What follows belongs to an exercise in optimizing a design on an open flow for small area, a short achievable clock period and few clock cycles; a production flow would make more cautious choices. Where RTL was checked, it was by simulation tests only, not by an equivalence proof against the original.

// muldiv_unit
module muldiv_unit (
    input               clk,
    input               resetn,
    input               req_valid,
    output              req_ready,
    input       [2:0]   req_op,      
    input       [31:0]  req_a,
    input       [31:0]  req_b,
    input       [31:0]  req_hi,      
    input       [31:0]  req_lo,
    output              resp_valid,
    output      [31:0]  resp_hi,
    output      [31:0]  resp_lo
);
Size in the first run: roughly 6500 cells after synthesis, ~200 I/O pins, ~71000 um2 of cells after synthesis.
==> module muldiv_unit, before the edit <==
module muldiv_unit (
    input               clk,
    input               resetn,
    input               req_valid,
    output              req_ready,
    input       [2:0]   req_op,      
    input       [31:0]  req_a,
    input       [31:0]  req_b,
    input       [31:0]  req_hi,      
    input       [31:0]  req_lo,
    output              resp_valid,
    output      [31:0]  resp_hi,
    output      [31:0]  resp_lo
);
    reg         ir_valid;
    reg         ir_div, ir_sa, ir_sb;
    reg [31:0]  ir_a, ir_b, ir_hi, ir_lo;
    reg         ir_flip;             
    reg [5:0]   ir_lza, ir_lzb;      
    wire        rq_sgn = !req_op[0];
    wire        rq_sub = req_op[2] && req_op[1];
    wire        rq_sa  = rq_sgn && req_a[31];
    wire        rq_sb  = rq_sgn && req_b[31];
    wire        rq_flip = rq_sub ^ rq_sa ^ rq_sb;
    function [5:0] lzc32;
        input [31:0] v;
        reg   [7:0]  nz4;
        reg   [15:0] l4;         
        reg   [3:0]  nz8;
        reg   [11:0] l8;         
        reg   [1:0]  nz16;
        reg   [7:0]  l16;        
        integer i;
        begin
            for (i = 0; i < 8; i = i + 1) begin
                nz4[i] = |v[4*i +: 4];
                l4[2*i +: 2] = v[4*i+3] ? 2'd0 : v[4*i+2] ? 2'd1 : v[4*i+1] ? 2'd2 : 2'd3;
            end
            for (i = 0; i < 4; i = i + 1) begin
                nz8[i] = nz4[2*i+1] | nz4[2*i];
                l8[3*i +: 3] = nz4[2*i+1] ? {1'b0, l4[4*i+2 +: 2]} : {1'b1, l4[4*i +: 2]};
            end
            for (i = 0; i < 2; i = i + 1) begin
                nz16[i] = nz8[2*i+1] | nz8[2*i];
                l16[4*i +: 4] = nz8[2*i+1] ? {1'b0, l8[6*i+3 +: 3]} : {1'b1, l8[6*i +: 3]};
            end
            lzc32 = nz16[1] ? {2'b00, l16[7:4]} : nz16[0] ? {2'b01, l16[3:0]} : 6'd32;
        end
    endfunction
    wire [5:0]  rq_lza = rq_sa ? lzc32(~req_a) : lzc32(req_a);
    wire [5:0]  rq_lzb = rq_sb ? lzc32(~req_b) : lzc32(req_b);
    wire [31:0] rq_na = -req_a;
    wire [31:0] rq_nb = -req_b;
    reg         b_valid, b_wait;     
    reg         e0_full, e0_wait;    
    reg         e1_full, e1_wait;    
    reg [63:0]  e0_res, e1_res;
    reg         resp_e0, resp_div;   
    reg         resp_any;            
    reg         mul_ok, div_ok;      
    reg         rdy;                 
    wire        div_idle, div_done;
    wire        dv_idle_n, dv_done_n;    
    wire [63:0] div_res;
    wire [63:0] mac_r0, mac_r1;
    reg  [63:0] b_r0, b_r1;
    wire [63:0] mac_res;
    wire        mac_co, mac_ct, mac_pt;
    wire        mul_issue = ir_valid && !ir_div && mul_ok;
    wire        div_issue = ir_valid &&  ir_div && div_ok;
    wire        consume   = mul_issue || div_issue;
    assign req_ready  = rdy;             
    assign resp_valid = resp_any;
    assign resp_hi    = resp_div ? div_res[63:32] : e0_res[63:32];
    assign resp_lo    = resp_div ? div_res[31:0]  : e0_res[31:0];
    wire        q_one    = resp_e0 ? e1_full : (e0_full && !e1_full);   
    wire        q_two    = !resp_e0 && e1_full;                         
    wire        b_land   = b_valid && !q_two;
    wire        div_busy = !dv_idle_n;
    wire        b_wl     = b_wait && !resp_div;
    wire        e0_nf    = q_one || q_two || b_land;
    wire        e1_nf    = q_two || (q_one && b_land);
    wire        e0_nw    = resp_e0 ? (e1_full ? e1_wait && !resp_div : b_wl)
                                   : (e0_full ? e0_wait && !resp_div : b_wl);
    wire        e1_nw    = q_one ? b_wl : e1_wait && !resp_div;
    wire        b_nv     = mul_issue || (b_valid && !b_land);
    wire        b_nw     = mul_issue ? div_busy : b_wl;
    wire        e0_rn    = e0_nf && !e0_nw;      
    wire        mul_ok_n = !b_nv || !e1_nf || e0_rn;
    wire        div_ok_n = dv_idle_n || (dv_done_n && !e0_rn);
    wire        ir_valid_n = req_ready ? req_valid : (ir_valid && !consume);
    wire        ir_div_n   = req_ready ? (!req_op[2] && req_op[1]) : ir_div;
    always @(posedge clk) begin
        if (!resetn) begin
            ir_valid <= 1'b0;
            b_valid  <= 1'b0;
            b_wait   <= 1'b0;
            e0_full  <= 1'b0;
            e0_wait  <= 1'b0;
            e1_full  <= 1'b0;
            e1_wait  <= 1'b0;
            resp_e0  <= 1'b0;
            resp_div <= 1'b0;
            resp_any <= 1'b0;
            rdy      <= 1'b1;
            mul_ok   <= 1'b1;
            div_ok   <= 1'b1;
        end
        else begin
            ir_valid <= ir_valid_n;
            b_valid  <= b_nv;
            b_wait   <= b_nw;
            e0_full  <= e0_nf;
            e0_wait  <= e0_nw;
            e1_full  <= e1_nf;
            e1_wait  <= e1_nw;
            resp_e0  <= e0_rn;
            resp_div <= dv_done_n && !e0_rn;
            resp_any <= e0_rn || dv_done_n;
            mul_ok   <= mul_ok_n;
            div_ok   <= div_ok_n;
            rdy      <= !ir_valid_n || (ir_div_n ? div_ok_n : mul_ok_n);
        end
    end
    always @(posedge clk) begin
        if (req_ready) begin
            ir_div <= !req_op[2] && req_op[1];
            ir_sa  <= rq_sa;
            ir_sb  <= rq_sb;
            ir_a   <= rq_sa ? rq_na : req_a;
            ir_b   <= rq_sb ? rq_nb : req_b;
            ir_flip <= rq_flip;
            ir_lza <= rq_lza;
            ir_lzb <= rq_lzb;
            ir_hi  <= req_op[2] ? req_hi : 32'd0;
            ir_lo  <= req_op[2] ? req_lo : 32'd0;
        end
        if (mul_issue) begin
            b_r0 <= mac_r0;
            b_r1 <= mac_r1;
        end
        if (resp_e0 && e1_full)
            e0_res <= e1_res;
        else if (!q_one && !q_two)
            e0_res <= mac_res;
        if (q_one)
            e1_res <= mac_res;
    end
    MultDiv u_mac (
        .a   ( ir_a            ),
        .b   ( ir_b            ),
        .flip( ir_flip         ),
        .x   ( {ir_hi, ir_lo}  ),
        .r0  ( mac_r0          ),
        .r1  ( mac_r1          )
    );
    mac_add64 u_cpa (b_r0, b_r1, 1'b0, mac_res, mac_co, mac_ct, mac_pt);
    Divider16t u_div (
        .clk    ( clk       ),
        .resetn ( resetn    ),
        .start  ( div_issue ),
        .sa     ( ir_sa     ),
        .sb     ( ir_sb     ),
        .a      ( ir_a      ),
        .b      ( ir_b      ),
        .lza    ( ir_lza    ),
        .lzb    ( ir_lzb    ),
        .take   ( resp_div  ),
        .idle   ( div_idle  ),
        .done   ( div_done  ),
        .idle_n ( dv_idle_n ),
        .done_n ( dv_done_n ),
        .res    ( div_res   )
    );
endmodule
==> flow/config.mk <==
export PLATFORM = sky130hd
export DESIGN_NAME = muldiv_unit
export DESIGN_NICKNAME = muldiv_unit
export VERILOG_FILES = /design/flow/design.v
export SDC_FILE = /design/flow/constraint.sdc
export NUM_CORES = 8
export LEC_CHECK = 0
export CAP_MARGIN = 20
export CORE_MARGIN = 2
export CORE_UTILIZATION = 40
export CTS_CLUSTER_DIAMETER = 100
export CTS_CLUSTER_SIZE = 20
export SLEW_MARGIN = 20
export SYNTH_HIERARCHICAL = 1
export SYNTH_MINIMUM_KEEP_SIZE = 0
==> flow/constraint.sdc <==
create_clock -name core_clock -period 20.0 [get_ports {clk}]
set_input_delay 4.0000 -clock core_clock [delete_from_list [all_inputs] [get_ports {clk}]]
set_output_delay 4.0000 -clock core_clock [all_outputs]
set_load 0.01 [all_outputs]
standard.sh (not shown) runs the stock make flow with config.mk's settings and CLKGATE_MAP_FILE= SYNTH_SCRIPT=/design/flow/synth_recipe.tcl, a recipe that flattens the netlist after the stock synthesis.
==> flow/flow/run.sh <==
#!/bin/bash
# The standard layout (standard.sh) with two changes to how it is made:
#  - ORFS's setup repair is asked to leave a larger slack margin: the design's
#    20 ns clock leaves every path with slack, so without a margin the repair
#    never works on the critical paths;
#  - the port buffers that placement inserts on every input and output are
#    plain buffers (buf_4) rather than the slow delay cells it picks by itself.
set -euo pipefail
MARGIN=14
PORTBUF=sky130_fd_sc_hd__buf_4
sed "s|\"\${@:-finish}\"|SETUP_SLACK_MARGIN=$MARGIN 'BUFFER_PORTS_ARGS=-buffer_cell $PORTBUF' \"\${@:-finish}\"|" standard.sh > standard_mod.sh
grep -q "SETUP_SLACK_MARGIN=$MARGIN" standard_mod.sh
bash standard_mod.sh > layout.log 2>&1
==> next run, changes <==
--- a/flow/design.v
+++ b/flow/design.v
@@ -5277,6 +5277,5 @@
     reg         b_valid, b_wait;     
     reg         e0_full, e0_wait;    
-    reg         e1_full, e1_wait;    
-    reg [63:0]  e0_res, e1_res;
+    reg [63:0]  e0_res;
     reg         resp_e0, resp_div;   
     reg         resp_any;            
@@ -5297,18 +5296,12 @@
     assign resp_hi    = resp_div ? div_res[63:32] : e0_res[63:32];
     assign resp_lo    = resp_div ? div_res[31:0]  : e0_res[31:0];
-    wire        q_one    = resp_e0 ? e1_full : (e0_full && !e1_full);   
-    wire        q_two    = !resp_e0 && e1_full;                         
-    wire        b_land   = b_valid && !q_two;
+    wire        b_land   = b_valid && (!e0_full || resp_e0);
     wire        div_busy = !dv_idle_n;
-    wire        b_wl     = b_wait && !resp_div;
-    wire        e0_nf    = q_one || q_two || b_land;
-    wire        e1_nf    = q_two || (q_one && b_land);
-    wire        e0_nw    = resp_e0 ? (e1_full ? e1_wait && !resp_div : b_wl)
-                                   : (e0_full ? e0_wait && !resp_div : b_wl);
-    wire        e1_nw    = q_one ? b_wl : e1_wait && !resp_div;
+    wire        e0_nf    = b_land || (e0_full && !resp_e0);
+    wire        e0_nw    = b_land ? b_wait && !resp_div : e0_wait && !resp_div;
     wire        b_nv     = mul_issue || (b_valid && !b_land);
-    wire        b_nw     = mul_issue ? div_busy : b_wl;
+    wire        b_nw     = mul_issue ? div_busy : b_wait && !resp_div;
     wire        e0_rn    = e0_nf && !e0_nw;      
-    wire        mul_ok_n = !b_nv || !e1_nf || e0_rn;
+    wire        mul_ok_n = !b_nv || (!e0_nf || e0_rn);
     wire        div_ok_n = dv_idle_n || (dv_done_n && !e0_rn);
     wire        ir_valid_n = req_ready ? req_valid : (ir_valid && !consume);
@@ -5321,6 +5314,4 @@
             e0_full  <= 1'b0;
             e0_wait  <= 1'b0;
-            e1_full  <= 1'b0;
-            e1_wait  <= 1'b0;
             resp_e0  <= 1'b0;
             resp_div <= 1'b0;
@@ -5336,6 +5327,4 @@
             e0_full  <= e0_nf;
             e0_wait  <= e0_nw;
-            e1_full  <= e1_nf;
-            e1_wait  <= e1_nw;
             resp_e0  <= e0_rn;
             resp_div <= dv_done_n && !e0_rn;
@@ -5363,10 +5352,6 @@
             b_r1 <= mac_r1;
         end
-        if (resp_e0 && e1_full)
-            e0_res <= e1_res;
-        else if (!q_one && !q_two)
+        if (b_land)
             e0_res <= mac_res;
-        if (q_one)
-            e1_res <= mac_res;
     end
     MultDiv u_mac (
Result: The new run ran to the end with no violations; utilization is lower by 0.28 points; die area came out lower by 4.1%; final area went down by 4.7%; count of clock-buffer cells in the layout goes down by 12; maximum frequency is about the same; wire length goes down by 9.1%; setup slack gets worse by 8.4 ps.
Testbench counts after the change, summed over its fixed seeds: cycles 5,290.
For the first run of this note, only the layout was checked, not whether the RTL still works.

[what the ideal ports hide]
In the flow no input, the clock included, has a driving cell. The finished layouts below were timed again as built, in two steps. Step 1: set_driving_cell puts a clkbuf_16 on clk and a buf_2 on each other input, an assumption about the parent block. Step 2 adds t to the input delays and takes it off the output delays; t is the mean of the earliest and latest rising clock arrival at the registers after step 1. Input paths then give back, and output paths get back, about the clock's delay inside the block. Slacks: no drivers / after step 1 / after step 2; pairs: no drivers / after step 1.
| run | shift t [ns] | setup slack, ns | worst slew at a driven data input, ns |
|---|---|---|---|
| the first run | 0.780 | 13.947 / 13.863 / 13.626 | 0.11 |
| the second run | 0.740 | 13.939 / 13.850 / 13.344 | 0.10 |
After both steps setup and hold are still met in every run listed. For the second run, which loses most, drivers alone change the setup slack by -0.089 ns; drivers and shift together by -0.595 ns.
